Background: an optimization exercise with open tools, aiming at small area, a short achievable clock period and few clock cycles per item. Do not read the settings as production practice. Only simulation tests tie the RTL to the original design; equivalence was not proved. Power and IR drop assume default switching activity.

`run.sh`:
```
#!/bin/bash
# synth_recipe.tcl (not shown) runs the flow's synth.tcl, then flattens the netlist and writes it again
# the make line also repeats each setting of config.mk as NAME=value (left out here)
make -C /OpenROAD-flow-scripts/flow DESIGN_CONFIG=/design/flow/config.mk WORK_HOME=/design/flow/orfs CLKGATE_MAP_FILE= SYNTH_SCRIPT=/design/flow/synth_recipe.tcl finish
```
`config.mk`:
```
export PLATFORM = sky130hd
export DESIGN_NAME = md5
export DESIGN_NICKNAME = md5
export VERILOG_FILES = /design/flow/design.v
export SDC_FILE = /design/flow/constraint.sdc
export NUM_CORES = 8
export LEC_CHECK = 0
export CAP_MARGIN = 20
export CORE_MARGIN = 2
export CORE_UTILIZATION = 25
export SLEW_MARGIN = 20
```
`constraint.sdc`:
```
create_clock -name core_clock -period 13.5 [get_ports {clock}]
set_input_delay 2.7000 -clock core_clock [delete_from_list [all_inputs] [get_ports {clock}]]
set_output_delay 2.7000 -clock core_clock [all_outputs]
set_load 0.01 [all_outputs]
```
`design.v`:
```
module md5round(
  input  [31:0] io_a,
  input  [31:0] io_b,
  input  [31:0] io_c,
  input  [31:0] io_d,
  input  [31:0] io_m,
  input  [4:0]  io_s,
  input  [31:0] io_t,
  input  [1:0]  io_r,
  output [31:0] io_next_a
);
  wire [31:0] _add_res_T = io_b & io_c;  
  wire [31:0] _add_res_T_1 = ~io_b;  
  wire [31:0] _add_res_T_2 = _add_res_T_1 & io_d;  
  wire [31:0] _add_res_T_3 = _add_res_T | _add_res_T_2;  
  wire [31:0] _add_res_T_5 = io_a + _add_res_T_3;  
  wire [31:0] _add_res_T_7 = _add_res_T_5 + io_m;  
  wire [31:0] _add_res_T_9 = _add_res_T_7 + io_t;  
  wire [31:0] _add_res_T_10 = io_b & io_d;  
  wire [31:0] _add_res_T_11 = ~io_d;  
  wire [31:0] _add_res_T_12 = io_c & _add_res_T_11;  
  wire [31:0] _add_res_T_13 = _add_res_T_10 | _add_res_T_12;  
  wire [31:0] _add_res_T_15 = io_a + _add_res_T_13;  
  wire [31:0] _add_res_T_17 = _add_res_T_15 + io_m;  
  wire [31:0] _add_res_T_19 = _add_res_T_17 + io_t;  
  wire [31:0] _add_res_T_20 = io_b ^ io_c;  
  wire [31:0] _add_res_T_21 = _add_res_T_20 ^ io_d;  
  wire [31:0] _add_res_T_23 = io_a + _add_res_T_21;  
  wire [31:0] _add_res_T_25 = _add_res_T_23 + io_m;  
  wire [31:0] _add_res_T_27 = _add_res_T_25 + io_t;  
  wire [31:0] _add_res_T_29 = io_b | _add_res_T_11;  
  wire [31:0] _add_res_T_30 = io_c ^ _add_res_T_29;  
  wire [31:0] _add_res_T_32 = io_a + _add_res_T_30;  
  wire [31:0] _add_res_T_34 = _add_res_T_32 + io_m;  
  wire [31:0] _add_res_T_36 = _add_res_T_34 + io_t;  
  wire [31:0] _GEN_0 = 2'h3 == io_r ? _add_res_T_36 : 32'h0;  
  wire [31:0] _GEN_1 = 2'h2 == io_r ? _add_res_T_27 : _GEN_0;  
  wire [31:0] _GEN_2 = 2'h1 == io_r ? _add_res_T_19 : _GEN_1;  
  wire [31:0] add_res = 2'h0 == io_r ? _add_res_T_9 : _GEN_2;  
  wire [62:0] _GEN_3 = {{31'd0}, add_res};  
  wire [62:0] _T = _GEN_3 << io_s;  
  wire [5:0] _GEN_4 = {{1'd0}, io_s};  
  wire [5:0] _T_2 = 6'h20 - _GEN_4;  
  wire [31:0] rot_res_1 = add_res >> _T_2;  
  wire [31:0] rot_res_0 = _T[31:0];  
  wire [31:0] _io_next_a_T = rot_res_0 | rot_res_1;  
  assign io_next_a = io_b + _io_next_a_T;  
endmodule
module md5(
  input          clock,
  input          reset,
  input  [127:0] io_in,
  input          io_in_valid,
  output [127:0] io_out,
  output         io_out_valid,
  output         io_ready
);
  wire [31:0] r_io_a;  
  wire [31:0] r_io_b;  
  wire [31:0] r_io_c;  
  wire [31:0] r_io_d;  
  wire [31:0] r_io_m;  
  wire [4:0] r_io_s;  
  wire [31:0] r_io_t;  
  wire [1:0] r_io_r;  
  wire [31:0] r_io_next_a;  
  reg [31:0] A;  
  reg [31:0] B;  
  reg [31:0] C;  
  reg [31:0] D;  
  reg [31:0] AA;  
  reg [31:0] BB;  
  reg [31:0] CC;  
  reg [31:0] DD;  
  reg [3:0] phase;  
  reg [7:0] state;  
  reg [511:0] msg;  
  reg  out_r;  
  wire [7:0] _out_r_T = {{5'd0}, state[7:5]};  
  wire [95:0] _io_out_T_1 = {A,B,C};  
  wire [7:0] _T_140 = {{6'd0}, state[7:6]};  
  wire [7:0] _T_110 = {{4'd0}, state[7:4]};  
  wire  _T_135 = phase == 4'hf;  
  wire [7:0] _T_84 = {{3'd0}, state[7:3]};  
  wire [7:0] _T_58 = {{2'd0}, state[7:2]};  
  wire [7:0] _T_32 = {{1'd0}, state[7:1]};  
  wire [7:0] _GEN_15 = io_in_valid ? 8'h2 : state;  
  wire [7:0] _GEN_16 = state[0] ? _GEN_15 : state;  
  wire [7:0] _GEN_91 = _T_135 ? 8'h4 : _GEN_16;  
  wire [7:0] _GEN_104 = _T_32[0] ? _GEN_91 : _GEN_16;  
  wire [7:0] _GEN_163 = _T_135 ? 8'h8 : _GEN_104;  
  wire [7:0] _GEN_176 = _T_58[0] ? _GEN_163 : _GEN_104;  
  wire [7:0] _GEN_235 = _T_135 ? 8'h10 : _GEN_176;  
  wire [7:0] _GEN_248 = _T_84[0] ? _GEN_235 : _GEN_176;  
  wire [7:0] _GEN_307 = phase == 4'hf ? 8'h20 : _GEN_248;  
  wire [7:0] _GEN_320 = _T_110[0] ? _GEN_307 : _GEN_248;  
  wire [7:0] _GEN_325 = _out_r_T[0] ? 8'h40 : _GEN_320;  
  wire [7:0] next_state = _T_140[0] ? 8'h1 : _GEN_325;  
  wire [7:0] _T_2 = {{1'd0}, next_state[7:1]};  
  wire  _T_6 = _T_2[0] & state[0];  
  wire [31:0] _next_A_T_1 = AA + A;  
  wire  _T_115 = 2'h0 == phase[1:0];  
  wire [31:0] _GEN_39 = _T_115 ? r_io_next_a : A;  
  wire [31:0] _GEN_93 = _T_32[0] ? _GEN_39 : A;  
  wire [31:0] _GEN_111 = _T_115 ? r_io_next_a : _GEN_93;  
  wire [31:0] _GEN_165 = _T_58[0] ? _GEN_111 : _GEN_93;  
  wire [31:0] _GEN_183 = _T_115 ? r_io_next_a : _GEN_165;  
  wire [31:0] _GEN_237 = _T_84[0] ? _GEN_183 : _GEN_165;  
  wire [31:0] _GEN_255 = 2'h0 == phase[1:0] ? r_io_next_a : _GEN_237;  
  wire [31:0] _next_B_T_1 = BB + B;  
  wire  _T_38 = 2'h1 == phase[1:0];  
  wire  _T_39 = 2'h2 == phase[1:0];  
  wire  _T_40 = 2'h3 == phase[1:0];  
  wire [31:0] _GEN_33 = 2'h3 == phase[1:0] ? r_io_next_a : B;  
  wire [31:0] _GEN_35 = 2'h2 == phase[1:0] ? B : _GEN_33;  
  wire [31:0] _GEN_38 = 2'h1 == phase[1:0] ? B : _GEN_35;  
  wire [31:0] _GEN_42 = _T_115 ? B : _GEN_38;  
  wire [31:0] _GEN_96 = _T_32[0] ? _GEN_42 : B;  
  wire [31:0] _GEN_105 = _T_40 ? r_io_next_a : _GEN_96;  
  wire [31:0] _GEN_107 = _T_39 ? _GEN_96 : _GEN_105;  
  wire [31:0] _GEN_110 = _T_38 ? _GEN_96 : _GEN_107;  
  wire [31:0] _GEN_114 = _T_115 ? _GEN_96 : _GEN_110;  
  wire [31:0] _GEN_168 = _T_58[0] ? _GEN_114 : _GEN_96;  
  wire [31:0] _GEN_177 = _T_40 ? r_io_next_a : _GEN_168;  
  wire [31:0] _GEN_179 = _T_39 ? _GEN_168 : _GEN_177;  
  wire [31:0] _GEN_182 = _T_38 ? _GEN_168 : _GEN_179;  
  wire [31:0] _GEN_186 = _T_115 ? _GEN_168 : _GEN_182;  
  wire [31:0] _GEN_240 = _T_84[0] ? _GEN_186 : _GEN_168;  
  wire [31:0] _GEN_249 = _T_40 ? r_io_next_a : _GEN_240;  
  wire [31:0] _GEN_251 = _T_39 ? _GEN_240 : _GEN_249;  
  wire [31:0] _GEN_254 = _T_38 ? _GEN_240 : _GEN_251;  
  wire [31:0] _GEN_258 = 2'h0 == phase[1:0] ? _GEN_240 : _GEN_254;  
  wire [31:0] _next_C_T_1 = CC + C;  
  wire [31:0] _GEN_34 = 2'h2 == phase[1:0] ? r_io_next_a : C;  
  wire [31:0] _GEN_37 = 2'h1 == phase[1:0] ? C : _GEN_34;  
  wire [31:0] _GEN_41 = _T_115 ? C : _GEN_37;  
  wire [31:0] _GEN_95 = _T_32[0] ? _GEN_41 : C;  
  wire [31:0] _GEN_106 = _T_39 ? r_io_next_a : _GEN_95;  
  wire [31:0] _GEN_109 = _T_38 ? _GEN_95 : _GEN_106;  
  wire [31:0] _GEN_113 = _T_115 ? _GEN_95 : _GEN_109;  
  wire [31:0] _GEN_167 = _T_58[0] ? _GEN_113 : _GEN_95;  
  wire [31:0] _GEN_178 = _T_39 ? r_io_next_a : _GEN_167;  
  wire [31:0] _GEN_181 = _T_38 ? _GEN_167 : _GEN_178;  
  wire [31:0] _GEN_185 = _T_115 ? _GEN_167 : _GEN_181;  
  wire [31:0] _GEN_239 = _T_84[0] ? _GEN_185 : _GEN_167;  
  wire [31:0] _GEN_250 = _T_39 ? r_io_next_a : _GEN_239;  
  wire [31:0] _GEN_253 = _T_38 ? _GEN_239 : _GEN_250;  
  wire [31:0] _GEN_257 = 2'h0 == phase[1:0] ? _GEN_239 : _GEN_253;  
  wire [31:0] _next_D_T_1 = DD + D;  
  wire [31:0] _GEN_36 = 2'h1 == phase[1:0] ? r_io_next_a : D;  
  wire [31:0] _GEN_40 = _T_115 ? D : _GEN_36;  
  wire [31:0] _GEN_94 = _T_32[0] ? _GEN_40 : D;  
  wire [31:0] _GEN_108 = _T_38 ? r_io_next_a : _GEN_94;  
  wire [31:0] _GEN_112 = _T_115 ? _GEN_94 : _GEN_108;  
  wire [31:0] _GEN_166 = _T_58[0] ? _GEN_112 : _GEN_94;  
  wire [31:0] _GEN_180 = _T_38 ? r_io_next_a : _GEN_166;  
  wire [31:0] _GEN_184 = _T_115 ? _GEN_166 : _GEN_180;  
  wire [31:0] _GEN_238 = _T_84[0] ? _GEN_184 : _GEN_166;  
  wire [31:0] _GEN_252 = _T_38 ? r_io_next_a : _GEN_238;  
  wire [31:0] _GEN_256 = 2'h0 == phase[1:0] ? _GEN_238 : _GEN_252;  
  wire [3:0] _phase_T_1 = phase + 4'h1;  
  wire [511:0] _msg_T = {io_in,io_in,io_in,io_in};  
  wire  _T_24 = ~reset;  
  wire [31:0] _GEN_17 = _T_40 ? B : 32'h0;  
  wire [31:0] _GEN_18 = _T_40 ? C : 32'h0;  
  wire [31:0] _GEN_19 = _T_40 ? D : 32'h0;  
  wire [31:0] _GEN_20 = _T_40 ? A : 32'h0;  
  wire [31:0] _GEN_21 = _T_39 ? C : _GEN_17;  
  wire [31:0] _GEN_22 = _T_39 ? D : _GEN_18;  
  wire [31:0] _GEN_23 = _T_39 ? A : _GEN_19;  
  wire [31:0] _GEN_24 = _T_39 ? B : _GEN_20;  
  wire [31:0] _GEN_25 = _T_38 ? D : _GEN_21;  
  wire [31:0] _GEN_26 = _T_38 ? A : _GEN_22;  
  wire [31:0] _GEN_27 = _T_38 ? B : _GEN_23;  
  wire [31:0] _GEN_28 = _T_38 ? C : _GEN_24;  
  wire [31:0] cya = _T_115 ? A : _GEN_25;  
  wire [31:0] cyb = _T_115 ? B : _GEN_26;  
  wire [31:0] cyc = _T_115 ? C : _GEN_27;  
  wire [31:0] cyd = _T_115 ? D : _GEN_28;  
  wire  _T_41 = phase == 4'h0;  
  wire [31:0] _GEN_43 = phase == 4'h0 ? msg[31:0] : 32'h0;  
  wire [4:0] _GEN_44 = phase == 4'h0 ? 5'h7 : 5'h0;  
  wire [31:0] _GEN_45 = phase == 4'h0 ? 32'hd76aa478 : 32'h0;  
  wire  _T_42 = phase == 4'h1;  
  wire [31:0] _GEN_46 = phase == 4'h1 ? msg[63:32] : _GEN_43;  
  wire [4:0] _GEN_47 = phase == 4'h1 ? 5'hc : _GEN_44;  
  wire [31:0] _GEN_48 = phase == 4'h1 ? 32'he8c7b756 : _GEN_45;  
  wire  _T_43 = phase == 4'h2;  
  wire [31:0] _GEN_49 = phase == 4'h2 ? msg[95:64] : _GEN_46;  
  wire [4:0] _GEN_50 = phase == 4'h2 ? 5'h11 : _GEN_47;  
  wire [31:0] _GEN_51 = phase == 4'h2 ? 32'h242070db : _GEN_48;  
  wire  _T_44 = phase == 4'h3;  
  wire [31:0] _GEN_52 = phase == 4'h3 ? msg[127:96] : _GEN_49;  
  wire [4:0] _GEN_53 = phase == 4'h3 ? 5'h16 : _GEN_50;  
  wire [31:0] _GEN_54 = phase == 4'h3 ? 32'hc1bdceee : _GEN_51;  
  wire  _T_45 = phase == 4'h4;  
  wire [31:0] _GEN_55 = phase == 4'h4 ? msg[159:128] : _GEN_52;  
  wire [4:0] _GEN_56 = phase == 4'h4 ? 5'h7 : _GEN_53;  
  wire [31:0] _GEN_57 = phase == 4'h4 ? 32'hf57c0faf : _GEN_54;  
  wire  _T_46 = phase == 4'h5;  
  wire [31:0] _GEN_58 = phase == 4'h5 ? msg[191:160] : _GEN_55;  
  wire [4:0] _GEN_59 = phase == 4'h5 ? 5'hc : _GEN_56;  
  wire [31:0] _GEN_60 = phase == 4'h5 ? 32'h4787c62a : _GEN_57;  
  wire  _T_47 = phase == 4'h6;  
  wire [31:0] _GEN_61 = phase == 4'h6 ? msg[223:192] : _GEN_58;  
  wire [4:0] _GEN_62 = phase == 4'h6 ? 5'h11 : _GEN_59;  
  wire [31:0] _GEN_63 = phase == 4'h6 ? 32'ha8304613 : _GEN_60;  
  wire  _T_48 = phase == 4'h7;  
  wire [31:0] _GEN_64 = phase == 4'h7 ? msg[255:224] : _GEN_61;  
  wire [4:0] _GEN_65 = phase == 4'h7 ? 5'h16 : _GEN_62;  
  wire [31:0] _GEN_66 = phase == 4'h7 ? 32'hfd469501 : _GEN_63;  
  wire  _T_49 = phase == 4'h8;  
  wire [31:0] _GEN_67 = phase == 4'h8 ? msg[287:256] : _GEN_64;  
  wire [4:0] _GEN_68 = phase == 4'h8 ? 5'h7 : _GEN_65;  
  wire [31:0] _GEN_69 = phase == 4'h8 ? 32'h698098d8 : _GEN_66;  
  wire  _T_50 = phase == 4'h9;  
  wire [31:0] _GEN_70 = phase == 4'h9 ? msg[319:288] : _GEN_67;  
  wire [4:0] _GEN_71 = phase == 4'h9 ? 5'hc : _GEN_68;  
  wire [31:0] _GEN_72 = phase == 4'h9 ? 32'h8b44f7af : _GEN_69;  
  wire  _T_51 = phase == 4'ha;  
  wire [31:0] _GEN_73 = phase == 4'ha ? msg[351:320] : _GEN_70;  
  wire [4:0] _GEN_74 = phase == 4'ha ? 5'h11 : _GEN_71;  
  wire [31:0] _GEN_75 = phase == 4'ha ? 32'hffff5bb1 : _GEN_72;  
  wire  _T_52 = phase == 4'hb;  
  wire [31:0] _GEN_76 = phase == 4'hb ? msg[383:352] : _GEN_73;  
  wire [4:0] _GEN_77 = phase == 4'hb ? 5'h16 : _GEN_74;  
  wire [31:0] _GEN_78 = phase == 4'hb ? 32'h895cd7be : _GEN_75;  
  wire  _T_53 = phase == 4'hc;  
  wire [31:0] _GEN_79 = phase == 4'hc ? msg[415:384] : _GEN_76;  
  wire [4:0] _GEN_80 = phase == 4'hc ? 5'h7 : _GEN_77;  
  wire [31:0] _GEN_81 = phase == 4'hc ? 32'h6b901122 : _GEN_78;  
  wire  _T_54 = phase == 4'hd;  
  wire [31:0] _GEN_82 = phase == 4'hd ? msg[447:416] : _GEN_79;  
  wire [4:0] _GEN_83 = phase == 4'hd ? 5'hc : _GEN_80;  
  wire [31:0] _GEN_84 = phase == 4'hd ? 32'hfd987193 : _GEN_81;  
  wire  _T_55 = phase == 4'he;  
  wire [31:0] _GEN_85 = phase == 4'he ? msg[479:448] : _GEN_82;  
  wire [4:0] _GEN_86 = phase == 4'he ? 5'h11 : _GEN_83;  
  wire [31:0] _GEN_87 = phase == 4'he ? 32'ha679438e : _GEN_84;  
  wire [31:0] _GEN_88 = _T_135 ? msg[511:480] : _GEN_85;  
  wire [4:0] _GEN_89 = _T_135 ? 5'h16 : _GEN_86;  
  wire [31:0] _GEN_90 = _T_135 ? 32'h49b40821 : _GEN_87;  
  wire [31:0] _GEN_97 = _T_32[0] ? cya : 32'h0;  
  wire [31:0] _GEN_98 = _T_32[0] ? cyb : 32'h0;  
  wire [31:0] _GEN_99 = _T_32[0] ? cyc : 32'h0;  
  wire [31:0] _GEN_100 = _T_32[0] ? cyd : 32'h0;  
  wire [31:0] _GEN_101 = _T_32[0] ? _GEN_88 : 32'h0;  
  wire [4:0] _GEN_102 = _T_32[0] ? _GEN_89 : 5'h0;  
  wire [31:0] _GEN_103 = _T_32[0] ? _GEN_90 : 32'h0;  
  wire [31:0] _GEN_115 = _T_41 ? msg[31:0] : _GEN_101;  
  wire [4:0] _GEN_116 = _T_41 ? 5'h5 : _GEN_102;  
  wire [31:0] _GEN_117 = _T_41 ? 32'hf61e2562 : _GEN_103;  
  wire [31:0] _GEN_118 = _T_42 ? msg[287:256] : _GEN_115;  
  wire [4:0] _GEN_119 = _T_42 ? 5'h9 : _GEN_116;  
  wire [31:0] _GEN_120 = _T_42 ? 32'hc040b340 : _GEN_117;  
  wire [31:0] _GEN_121 = _T_43 ? msg[63:32] : _GEN_118;  
  wire [4:0] _GEN_122 = _T_43 ? 5'he : _GEN_119;  
  wire [31:0] _GEN_123 = _T_43 ? 32'h265e5a51 : _GEN_120;  
  wire [31:0] _GEN_124 = _T_44 ? msg[319:288] : _GEN_121;  
  wire [4:0] _GEN_125 = _T_44 ? 5'h14 : _GEN_122;  
  wire [31:0] _GEN_126 = _T_44 ? 32'he9b6c7aa : _GEN_123;  
  wire [31:0] _GEN_127 = _T_45 ? msg[95:64] : _GEN_124;  
  wire [4:0] _GEN_128 = _T_45 ? 5'h5 : _GEN_125;  
  wire [31:0] _GEN_129 = _T_45 ? 32'hd62f105d : _GEN_126;  
  wire [31:0] _GEN_130 = _T_46 ? msg[351:320] : _GEN_127;  
  wire [4:0] _GEN_131 = _T_46 ? 5'h9 : _GEN_128;  
  wire [31:0] _GEN_132 = _T_46 ? 32'h2441453 : _GEN_129;  
  wire [31:0] _GEN_133 = _T_47 ? msg[127:96] : _GEN_130;  
  wire [4:0] _GEN_134 = _T_47 ? 5'he : _GEN_131;  
  wire [31:0] _GEN_135 = _T_47 ? 32'hd8a1e681 : _GEN_132;  
  wire [31:0] _GEN_136 = _T_48 ? msg[383:352] : _GEN_133;  
  wire [4:0] _GEN_137 = _T_48 ? 5'h14 : _GEN_134;  
  wire [31:0] _GEN_138 = _T_48 ? 32'he7d3fbc8 : _GEN_135;  
  wire [31:0] _GEN_139 = _T_49 ? msg[159:128] : _GEN_136;  
  wire [4:0] _GEN_140 = _T_49 ? 5'h5 : _GEN_137;  
  wire [31:0] _GEN_141 = _T_49 ? 32'h21e1cde6 : _GEN_138;  
  wire [31:0] _GEN_142 = _T_50 ? msg[415:384] : _GEN_139;  
  wire [4:0] _GEN_143 = _T_50 ? 5'h9 : _GEN_140;  
  wire [31:0] _GEN_144 = _T_50 ? 32'hc33707d6 : _GEN_141;  
  wire [31:0] _GEN_145 = _T_51 ? msg[191:160] : _GEN_142;  
  wire [4:0] _GEN_146 = _T_51 ? 5'he : _GEN_143;  
  wire [31:0] _GEN_147 = _T_51 ? 32'hf4d50d87 : _GEN_144;  
  wire [31:0] _GEN_148 = _T_52 ? msg[447:416] : _GEN_145;  
  wire [4:0] _GEN_149 = _T_52 ? 5'h14 : _GEN_146;  
  wire [31:0] _GEN_150 = _T_52 ? 32'h455a14ed : _GEN_147;  
  wire [31:0] _GEN_151 = _T_53 ? msg[223:192] : _GEN_148;  
  wire [4:0] _GEN_152 = _T_53 ? 5'h5 : _GEN_149;  
  wire [31:0] _GEN_153 = _T_53 ? 32'ha9e3e905 : _GEN_150;  
  wire [31:0] _GEN_154 = _T_54 ? msg[479:448] : _GEN_151;  
  wire [4:0] _GEN_155 = _T_54 ? 5'h9 : _GEN_152;  
  wire [31:0] _GEN_156 = _T_54 ? 32'hfcefa3f8 : _GEN_153;  
  wire [31:0] _GEN_157 = _T_55 ? msg[255:224] : _GEN_154;  
  wire [4:0] _GEN_158 = _T_55 ? 5'he : _GEN_155;  
  wire [31:0] _GEN_159 = _T_55 ? 32'h676f02d9 : _GEN_156;  
  wire [31:0] _GEN_160 = _T_135 ? msg[511:480] : _GEN_157;  
  wire [4:0] _GEN_161 = _T_135 ? 5'h14 : _GEN_158;  
  wire [31:0] _GEN_162 = _T_135 ? 32'h8d2a4c8a : _GEN_159;  
  wire [31:0] _GEN_169 = _T_58[0] ? cya : _GEN_97;  
  wire [31:0] _GEN_170 = _T_58[0] ? cyb : _GEN_98;  
  wire [31:0] _GEN_171 = _T_58[0] ? cyc : _GEN_99;  
  wire [31:0] _GEN_172 = _T_58[0] ? cyd : _GEN_100;  
  wire [31:0] _GEN_173 = _T_58[0] ? _GEN_160 : _GEN_101;  
  wire [4:0] _GEN_174 = _T_58[0] ? _GEN_161 : _GEN_102;  
  wire [31:0] _GEN_175 = _T_58[0] ? _GEN_162 : _GEN_103;  
  wire [31:0] _GEN_187 = _T_41 ? msg[31:0] : _GEN_173;  
  wire [4:0] _GEN_188 = _T_41 ? 5'h4 : _GEN_174;  
  wire [31:0] _GEN_189 = _T_41 ? 32'hfffa3942 : _GEN_175;  
  wire [31:0] _GEN_190 = _T_42 ? msg[159:128] : _GEN_187;  
  wire [4:0] _GEN_191 = _T_42 ? 5'hb : _GEN_188;  
  wire [31:0] _GEN_192 = _T_42 ? 32'h8771f681 : _GEN_189;  
  wire [31:0] _GEN_193 = _T_43 ? msg[287:256] : _GEN_190;  
  wire [4:0] _GEN_194 = _T_43 ? 5'h10 : _GEN_191;  
  wire [31:0] _GEN_195 = _T_43 ? 32'h6d9d6122 : _GEN_192;  
  wire [31:0] _GEN_196 = _T_44 ? msg[415:384] : _GEN_193;  
  wire [4:0] _GEN_197 = _T_44 ? 5'h17 : _GEN_194;  
  wire [31:0] _GEN_198 = _T_44 ? 32'hfde5380c : _GEN_195;  
  wire [31:0] _GEN_199 = _T_45 ? msg[63:32] : _GEN_196;  
  wire [4:0] _GEN_200 = _T_45 ? 5'h4 : _GEN_197;  
  wire [31:0] _GEN_201 = _T_45 ? 32'ha4beea44 : _GEN_198;  
  wire [31:0] _GEN_202 = _T_46 ? msg[191:160] : _GEN_199;  
  wire [4:0] _GEN_203 = _T_46 ? 5'hb : _GEN_200;  
  wire [31:0] _GEN_204 = _T_46 ? 32'h4bdecfa9 : _GEN_201;  
  wire [31:0] _GEN_205 = _T_47 ? msg[319:288] : _GEN_202;  
  wire [4:0] _GEN_206 = _T_47 ? 5'h10 : _GEN_203;  
  wire [31:0] _GEN_207 = _T_47 ? 32'hf6bb4b60 : _GEN_204;  
  wire [31:0] _GEN_208 = _T_48 ? msg[447:416] : _GEN_205;  
  wire [4:0] _GEN_209 = _T_48 ? 5'h17 : _GEN_206;  
  wire [31:0] _GEN_210 = _T_48 ? 32'hbebfbc70 : _GEN_207;  
  wire [31:0] _GEN_211 = _T_49 ? msg[95:64] : _GEN_208;  
  wire [4:0] _GEN_212 = _T_49 ? 5'h4 : _GEN_209;  
  wire [31:0] _GEN_213 = _T_49 ? 32'h289b7ec6 : _GEN_210;  
  wire [31:0] _GEN_214 = _T_50 ? msg[223:192] : _GEN_211;  
  wire [4:0] _GEN_215 = _T_50 ? 5'hb : _GEN_212;  
  wire [31:0] _GEN_216 = _T_50 ? 32'heaa127fa : _GEN_213;  
  wire [31:0] _GEN_217 = _T_51 ? msg[351:320] : _GEN_214;  
  wire [4:0] _GEN_218 = _T_51 ? 5'h10 : _GEN_215;  
  wire [31:0] _GEN_219 = _T_51 ? 32'hd4ef3085 : _GEN_216;  
  wire [31:0] _GEN_220 = _T_52 ? msg[479:448] : _GEN_217;  
  wire [4:0] _GEN_221 = _T_52 ? 5'h17 : _GEN_218;  
  wire [31:0] _GEN_222 = _T_52 ? 32'h4881d05 : _GEN_219;  
  wire [31:0] _GEN_223 = _T_53 ? msg[127:96] : _GEN_220;  
  wire [4:0] _GEN_224 = _T_53 ? 5'h4 : _GEN_221;  
  wire [31:0] _GEN_225 = _T_53 ? 32'hd9d4d039 : _GEN_222;  
  wire [31:0] _GEN_226 = _T_54 ? msg[255:224] : _GEN_223;  
  wire [4:0] _GEN_227 = _T_54 ? 5'hb : _GEN_224;  
  wire [31:0] _GEN_228 = _T_54 ? 32'he6db99e5 : _GEN_225;  
  wire [31:0] _GEN_229 = _T_55 ? msg[383:352] : _GEN_226;  
  wire [4:0] _GEN_230 = _T_55 ? 5'h10 : _GEN_227;  
  wire [31:0] _GEN_231 = _T_55 ? 32'h1fa27cf8 : _GEN_228;  
  wire [31:0] _GEN_232 = _T_135 ? msg[511:480] : _GEN_229;  
  wire [4:0] _GEN_233 = _T_135 ? 5'h17 : _GEN_230;  
  wire [31:0] _GEN_234 = _T_135 ? 32'hc4ac5665 : _GEN_231;  
  wire [1:0] _GEN_236 = _T_84[0] ? 2'h2 : {{1'd0}, _T_58[0]};  
  wire [31:0] _GEN_241 = _T_84[0] ? cya : _GEN_169;  
  wire [31:0] _GEN_242 = _T_84[0] ? cyb : _GEN_170;  
  wire [31:0] _GEN_243 = _T_84[0] ? cyc : _GEN_171;  
  wire [31:0] _GEN_244 = _T_84[0] ? cyd : _GEN_172;  
  wire [31:0] _GEN_245 = _T_84[0] ? _GEN_232 : _GEN_173;  
  wire [4:0] _GEN_246 = _T_84[0] ? _GEN_233 : _GEN_174;  
  wire [31:0] _GEN_247 = _T_84[0] ? _GEN_234 : _GEN_175;  
  wire [31:0] _GEN_259 = _T_41 ? msg[31:0] : _GEN_245;  
  wire [4:0] _GEN_260 = _T_41 ? 5'h6 : _GEN_246;  
  wire [31:0] _GEN_261 = _T_41 ? 32'hf4292244 : _GEN_247;  
  wire [31:0] _GEN_262 = _T_42 ? msg[95:64] : _GEN_259;  
  wire [4:0] _GEN_263 = _T_42 ? 5'ha : _GEN_260;  
  wire [31:0] _GEN_264 = _T_42 ? 32'h432aff97 : _GEN_261;  
  wire [31:0] _GEN_265 = _T_43 ? msg[159:128] : _GEN_262;  
  wire [4:0] _GEN_266 = _T_43 ? 5'hf : _GEN_263;  
  wire [31:0] _GEN_267 = _T_43 ? 32'hab9423a7 : _GEN_264;  
  wire [31:0] _GEN_268 = _T_44 ? msg[223:192] : _GEN_265;  
  wire [4:0] _GEN_269 = _T_44 ? 5'h15 : _GEN_266;  
  wire [31:0] _GEN_270 = _T_44 ? 32'hfc93a039 : _GEN_267;  
  wire [31:0] _GEN_271 = _T_45 ? msg[287:256] : _GEN_268;  
  wire [4:0] _GEN_272 = _T_45 ? 5'h6 : _GEN_269;  
  wire [31:0] _GEN_273 = _T_45 ? 32'h655b59c3 : _GEN_270;  
  wire [31:0] _GEN_274 = _T_46 ? msg[351:320] : _GEN_271;  
  wire [4:0] _GEN_275 = _T_46 ? 5'ha : _GEN_272;  
  wire [31:0] _GEN_276 = _T_46 ? 32'h8f0ccc92 : _GEN_273;  
  wire [31:0] _GEN_277 = _T_47 ? msg[415:384] : _GEN_274;  
  wire [4:0] _GEN_278 = _T_47 ? 5'hf : _GEN_275;  
  wire [31:0] _GEN_279 = _T_47 ? 32'hffeff47d : _GEN_276;  
  wire [31:0] _GEN_280 = _T_48 ? msg[479:448] : _GEN_277;  
  wire [4:0] _GEN_281 = _T_48 ? 5'h15 : _GEN_278;  
  wire [31:0] _GEN_282 = _T_48 ? 32'h85845dd1 : _GEN_279;  
  wire [31:0] _GEN_283 = _T_49 ? msg[63:32] : _GEN_280;  
  wire [4:0] _GEN_284 = _T_49 ? 5'h6 : _GEN_281;  
  wire [31:0] _GEN_285 = _T_49 ? 32'h6fa87e4f : _GEN_282;  
  wire [31:0] _GEN_286 = _T_50 ? msg[127:96] : _GEN_283;  
  wire [4:0] _GEN_287 = _T_50 ? 5'ha : _GEN_284;  
  wire [31:0] _GEN_288 = _T_50 ? 32'hfe2ce6e0 : _GEN_285;  
  wire [31:0] _GEN_289 = _T_51 ? msg[191:160] : _GEN_286;  
  wire [4:0] _GEN_290 = _T_51 ? 5'hf : _GEN_287;  
  wire [31:0] _GEN_291 = _T_51 ? 32'ha3014314 : _GEN_288;  
  wire [31:0] _GEN_292 = _T_52 ? msg[255:224] : _GEN_289;  
  wire [4:0] _GEN_293 = _T_52 ? 5'h15 : _GEN_290;  
  wire [31:0] _GEN_294 = _T_52 ? 32'h4e0811a1 : _GEN_291;  
  wire [31:0] _GEN_295 = _T_53 ? msg[319:288] : _GEN_292;  
  wire [4:0] _GEN_296 = _T_53 ? 5'h6 : _GEN_293;  
  wire [31:0] _GEN_297 = _T_53 ? 32'hf7537e82 : _GEN_294;  
  wire [31:0] _GEN_298 = _T_54 ? msg[383:352] : _GEN_295;  
  wire [4:0] _GEN_299 = _T_54 ? 5'ha : _GEN_296;  
  wire [31:0] _GEN_300 = _T_54 ? 32'hbd3af235 : _GEN_297;  
  wire [31:0] _GEN_301 = _T_55 ? msg[447:416] : _GEN_298;  
  wire [4:0] _GEN_302 = _T_55 ? 5'hf : _GEN_299;  
  wire [31:0] _GEN_303 = _T_55 ? 32'h2ad7d2bb : _GEN_300;  
  wire [31:0] _GEN_304 = _T_135 ? msg[511:480] : _GEN_301;  
  wire [4:0] _GEN_305 = _T_135 ? 5'h15 : _GEN_302;  
  wire [31:0] _GEN_306 = _T_135 ? 32'heb86d391 : _GEN_303;  
  md5round r (  
    .io_a(r_io_a),
    .io_b(r_io_b),
    .io_c(r_io_c),
    .io_d(r_io_d),
    .io_m(r_io_m),
    .io_s(r_io_s),
    .io_t(r_io_t),
    .io_r(r_io_r),
    .io_next_a(r_io_next_a)
  );
  assign io_out = {_io_out_T_1,D};  
  assign io_out_valid = out_r;  
  assign io_ready = state[0];  
  assign r_io_a = _T_110[0] ? cya : _GEN_241;  
  assign r_io_b = _T_110[0] ? cyb : _GEN_242;  
  assign r_io_c = _T_110[0] ? cyc : _GEN_243;  
  assign r_io_d = _T_110[0] ? cyd : _GEN_244;  
  assign r_io_m = _T_110[0] ? _GEN_304 : _GEN_245;  
  assign r_io_s = _T_110[0] ? _GEN_305 : _GEN_246;  
  assign r_io_t = _T_110[0] ? _GEN_306 : _GEN_247;  
  assign r_io_r = _T_110[0] ? 2'h3 : _GEN_236;  
  always @(posedge clock) begin
    if (reset) begin  
      A <= 32'h67452301;  
    end else if (next_state[0]) begin  
      A <= 32'h67452301;  
    end else if (_out_r_T[0]) begin  
      A <= _next_A_T_1;  
    end else if (_T_110[0]) begin  
      A <= _GEN_255;
    end else begin
      A <= _GEN_237;
    end
    if (reset) begin  
      B <= 32'hefcdab89;  
    end else if (next_state[0]) begin  
      B <= 32'hefcdab89;  
    end else if (_out_r_T[0]) begin  
      B <= _next_B_T_1;  
    end else if (_T_110[0]) begin  
      B <= _GEN_258;
    end else begin
      B <= _GEN_240;
    end
    if (reset) begin  
      C <= 32'h98badcfe;  
    end else if (next_state[0]) begin  
      C <= 32'h98badcfe;  
    end else if (_out_r_T[0]) begin  
      C <= _next_C_T_1;  
    end else if (_T_110[0]) begin  
      C <= _GEN_257;
    end else begin
      C <= _GEN_239;
    end
    if (reset) begin  
      D <= 32'h10325476;  
    end else if (next_state[0]) begin  
      D <= 32'h10325476;  
    end else if (_out_r_T[0]) begin  
      D <= _next_D_T_1;  
    end else if (_T_110[0]) begin  
      D <= _GEN_256;
    end else begin
      D <= _GEN_238;
    end
    if (reset) begin  
      AA <= 32'h0;  
    end else if (next_state[0]) begin  
      AA <= 32'h0;  
    end else if (_T_2[0] & state[0]) begin  
      AA <= A;  
    end
    if (reset) begin  
      BB <= 32'h0;  
    end else if (next_state[0]) begin  
      BB <= 32'h0;  
    end else if (_T_2[0] & state[0]) begin  
      BB <= B;  
    end
    if (reset) begin  
      CC <= 32'h0;  
    end else if (next_state[0]) begin  
      CC <= 32'h0;  
    end else if (_T_2[0] & state[0]) begin  
      CC <= C;  
    end
    if (reset) begin  
      DD <= 32'h0;  
    end else if (next_state[0]) begin  
      DD <= 32'h0;  
    end else if (_T_2[0] & state[0]) begin  
      DD <= D;  
    end
    if (reset) begin  
      phase <= 4'h0;  
    end else if (_T_6) begin  
      phase <= 4'h0;  
    end else begin
      phase <= _phase_T_1;  
    end
    if (reset) begin  
      state <= 8'h1;  
    end else if (_T_140[0]) begin  
      state <= 8'h1;  
    end else if (_out_r_T[0]) begin  
      state <= 8'h40;  
    end else if (_T_110[0]) begin  
      state <= _GEN_307;
    end else begin
      state <= _GEN_248;
    end
    if (reset) begin  
      msg <= 512'h0;  
    end else if (next_state[0]) begin  
      msg <= 512'h0;  
    end else if (_T_6) begin  
      msg <= _msg_T;  
    end
    if (reset) begin  
      out_r <= 1'h0;  
    end else begin
      out_r <= _out_r_T[0];  
    end
  end
endmodule
```
==> results.txt <==
## path summary, 6_finish.rpt
check | end | slack, ns
setup / recovery | C[27] | 0.47
hold / removal | CC[28] | 0.46
setup reg to reg | C[27] | 0.47
hold reg to reg | CC[28] | 0.46
## what timing repair did
action                     CTS  global route
gates resized for setup      3            81
pin swaps                    1            16
setup buffers                1            22
setup endpoints to repair   12            60
## cells by family (layout without fill, tap and decap cells)
logic type / after synthesis / in the layout
AO/OA/AOI/OAI: 3518 / 3518
flip-flops: 396 / 396
other: 0 / 31
adder cells (fa/ha/maj): 539 / 539
AND/OR/NAND/NOR: 2959 / 2959
multiplexers: 145 / 145
buffers and inverters: 1248 / 2298
XOR/XNOR: 273 / 273
## through the flow
| stage | instances | TNS, ns |
|---|---|---|
| 2_1_floorplan | 9078 | 0 |
| 3_3_place_gp | 13216 | -0.2291 |
| 3_5_place_dp | 13217 | -0.4342 |
| 4_1_cts | 13307 | 0 |
| 5_1_grt | 13335 | -0.3897 |
| 6_report | 13361 | 0 |
## layout by cell type, fill, tap and decap left out, types with 77 or more instances in the layout
cell / n
a211oi_1: 173
a21o_1: 107
a21oi_1: 1036
a221oi_1: 183
a22oi_1: 147
a31oi_1: 114
and3_1: 176
buf_12: 77
buf_4: 1423
clkdlybuf4s50_1: 260
dfxtp_1: 388
fa_1: 253
ha_1: 280
inv_1: 435
mux2i_1: 114
nand2_1: 1289
nand3_1: 119
nor2_1: 764
nor3_1: 158
o211ai_1: 151
o21a_1: 111
o21ai_0: 710
o221ai_1: 94
o22ai_1: 124
xnor2_1: 171
xor2_1: 95
## state kept, by name (all words and copies together), names as in the netlist
signal / cells
A: 32
AA: 32
B: 32
BB: 32
C: 32
CC: 32
D: 32
DD: 32
msg: 128
out_r: 1
phase: 4
state: 7
## cells in the mapped netlist (51+ instances only)
library cell / instances / area, um^2
nand2_1: 1292 / 4850
a21oi_1: 1044 / 5225
nor2_1: 785 / 2947
o21ai_0: 731 / 3659
clkbuf_1: 644 / 2417
inv_1: 440 / 1652
dfxtp_1: 396 / 7928
ha_1: 285 / 3566
fa_1: 253 / 5065
a221oi_1: 187 / 1638
a211oi_1: 181 / 1359
and3_1: 178 / 1114
xnor2_1: 175 / 1533
nor3_1: 163 / 815.8
o211ai_1: 151 / 1134
a22oi_1: 149 / 1119
o22ai_1: 125 / 782.0
nand3_1: 122 / 610.6
mux2i_1: 118 / 1181
a31oi_1: 117 / 732.0
o21a_1: 111 / 833.3
a21o_1: 107 / 803.3
buf_1: 98 / 367.9
xor2_1: 95 / 832.1
o221ai_1: 94 / 823.3
nand2b_1: 73 / 456.7
and2_1: 51 / 319.1
## where the power goes
group	switching [uW]	internal, uW
registers	120	1210
logic	3080	2150
clock network	607	795
## critical path: cells and delay by family, from the launching register on
family	cells	cell delay, ns
adders and majority gates	5	1.74
DFF	1	0.31
AOI/OAI and AO/OA	28	5.06
and+or+nand+nor	10	2.66
muxes	2	0.45
buffers and inverters	13	2.27
xor gates and xnor gates	2	0.31
## layout make-up
class,count,area share (%)
antenna,31,0.09770
clock buffer,72,1.804
clock inverter,17,0.2742
inverter,444,2.113
multi-input combinational,7434,61.90
sequential,396,10.02
tap,3202,5.046
timing repair buffer,1765,18.74
## per-layer routing
metal | routed length (um) | global-route usage [%] | part of all wire (%)
met3 | 57250 | 13.05 | 13
met1 | 164000 | 39.83 | 36
met2 | 183700 | 50.43 | 40
met4 | 51870 | 31.87 | 11
met5 | 524 | 0.5402 | 0.11
==> run_results.csv <==
group,metric,value,unit
drt,drtIter0Drc,13217,
logic_synthesis,synth_top_family_by_area,"compound AO/OA/AOI/OAI gates",
drt,routed_wl,457400,um
worst_setup_path,worst_ep_arrival_time,13.56,ns
logic_synthesis,yosys.area_share.simple,21.49,%
cells_and_area,utilization,32.61,%
worst_setup_path,critPathSlowestCell,"or4b_2",
timing,slew_headroom,9.667,%
worst_setup_path,crit_top_cell,"buf_4",
logic_synthesis,synth-edff-count,0,
floorplan,fp-row-count,181,
placement,place_area,77110,um^2
drt,vias_per_cell,6.210,
hold_path,min_path_type,"flop to flop",
drt,drtPass1Iterations,14,
logic_synthesis,yosys_warnings,1,
global_route,antenna_found_initial,50,
clock_tree,postCtsHoldBufs,0,
power,vdd_drop_max,0.0001106,V
logic_synthesis,async_flop_share,0,%
worst_setup_path,startpoint,"phase[0]",
worst_setup_path,endpoint_kind,"flop",
logic_synthesis,muxShareOfSynthArea,2.442,%
placement,globalplace.congestion,1.176,
logic_synthesis,synth_adder_area_share,14.10,%
timing,fmax,0.07672,GHz
worst_setup_path,critical_path_required,14.02,ns
logic_synthesis,syn_area,61290,um^2
global_route,grt_pass1_vias,77337,
clock_tree,cts_tree,"built",
worst_setup_path,r2r-start,"phase[0]",
timing,period_needed,13.03,ns
cells_and_area,n_fill_cell,26664,
clock_tree,root_buffer,"clkbuf_16",
logic_synthesis,synthCells,9078,
floorplan,num_io_pins,261,
clock_tree,clkSinkCount,396,
cells_and_area,syn_to_final_growth,29.55,%
placement,place_ws,-0.1728,ns
logic_synthesis,syn_nets,9747,
floorplan,die_area,249100,um^2
run,maxCapViolations,0,
clock_tree,clock_latency,0.70,ns
power,power,7970,uW
logic_synthesis,synth_compound_area_share,37.20,%
global_route,grt_max_degree,147,
clock_tree,cts_made_buffers,49,
global_route,grt_overflow_total,0,
logic_synthesis,ys_seq_area_share,12.93,%
logic_synthesis,synth_xor_area_share,3.948,%
logic_synthesis,synth-seq-cells,396,
worst_setup_path,crit_fanout,14,
run_status,status,"timing/DRC/antenna clean",
timing,fin_ws,0.4664,ns
drt,wl_per_cell,34.23,um
timing,clock-skew-final,0.02656,ns
drt,ant_nets,0,
logic_synthesis,synthDistinctLibCells,110,
cells_and_area,final_area,79400,um^2
clock_tree,clk_pin_slew,0.06,ns
timing,setup_violations,0,
cells_and_area,layout.nets,10759,
timing,fin_hold_ws,0.4583,ns
placement,dp_hpwl,355600,um
placement,port_buffers,260,
clock_tree,cts_buffer_depth,3,
worst_setup_path,crit_type,"flop to flop",
worst_setup_path,worst_setup_path_start_kind,"flop",
logic_synthesis,yosys_most_used_dff,"dfxtp_1",
power,powerDensity,100.4,nW/um^2
global_route,grt_pass1_wl,620600,um
cells_and_area,drive_above_1_share,18.14,%
cells_and_area,multi_input_area,49150,um^2
floorplan,die_h,499.1,um
timing,drv_slew,0,
drt,vias,82972,
worst_setup_path,reg2regPathDepth,60,
timing,hold_violations,0,
floorplan,core_area,243500,um^2
hold_path,hp-start,"CC[28]",
hold_path,hold_depth,2,
global_route,grt_usage,34.94,%
drt,drc,0,
timing,post-route-period-util,96.55,%
cells_and_area,final-seq-area,7953,um^2
timing,worst_pin_slew,1.350,ns
power,p_leak,0.03350,uW
logic_synthesis,avgSynthCellArea,6.751,um^2
clock_tree,htree_num_levels,2,
floorplan,start_util,25.17,%
worst_setup_path,slowest_delay,0.76,ns
floorplan,die_x,499.1,um
Testbench counts, summed over its fixed seeds: cycles 51,456, items 768.

-- static timing again, ports no longer ideal --
Ports are ideal in the flow. The routed layout listed here was re-timed in OpenROAD.
Step 1 assumes that a clkbuf_16 drives the clock port and a buf_2 every other input.
Step 2 also shifts input and output timing later by t, the mid clock arrival at the registers, as if the neighbouring blocks saw the same clock.
Three values: ideal, step 1, step 2; two values: the first two.
t, ns: 0.774
setup WS [ns]: 0.466 / 0.466 / 0.466
worst setup path after step 2: register to register
After both steps this run still meets setup and hold. The setup slack of this run moves by 0.000 ns with the drivers and by 0.000 ns with both steps.
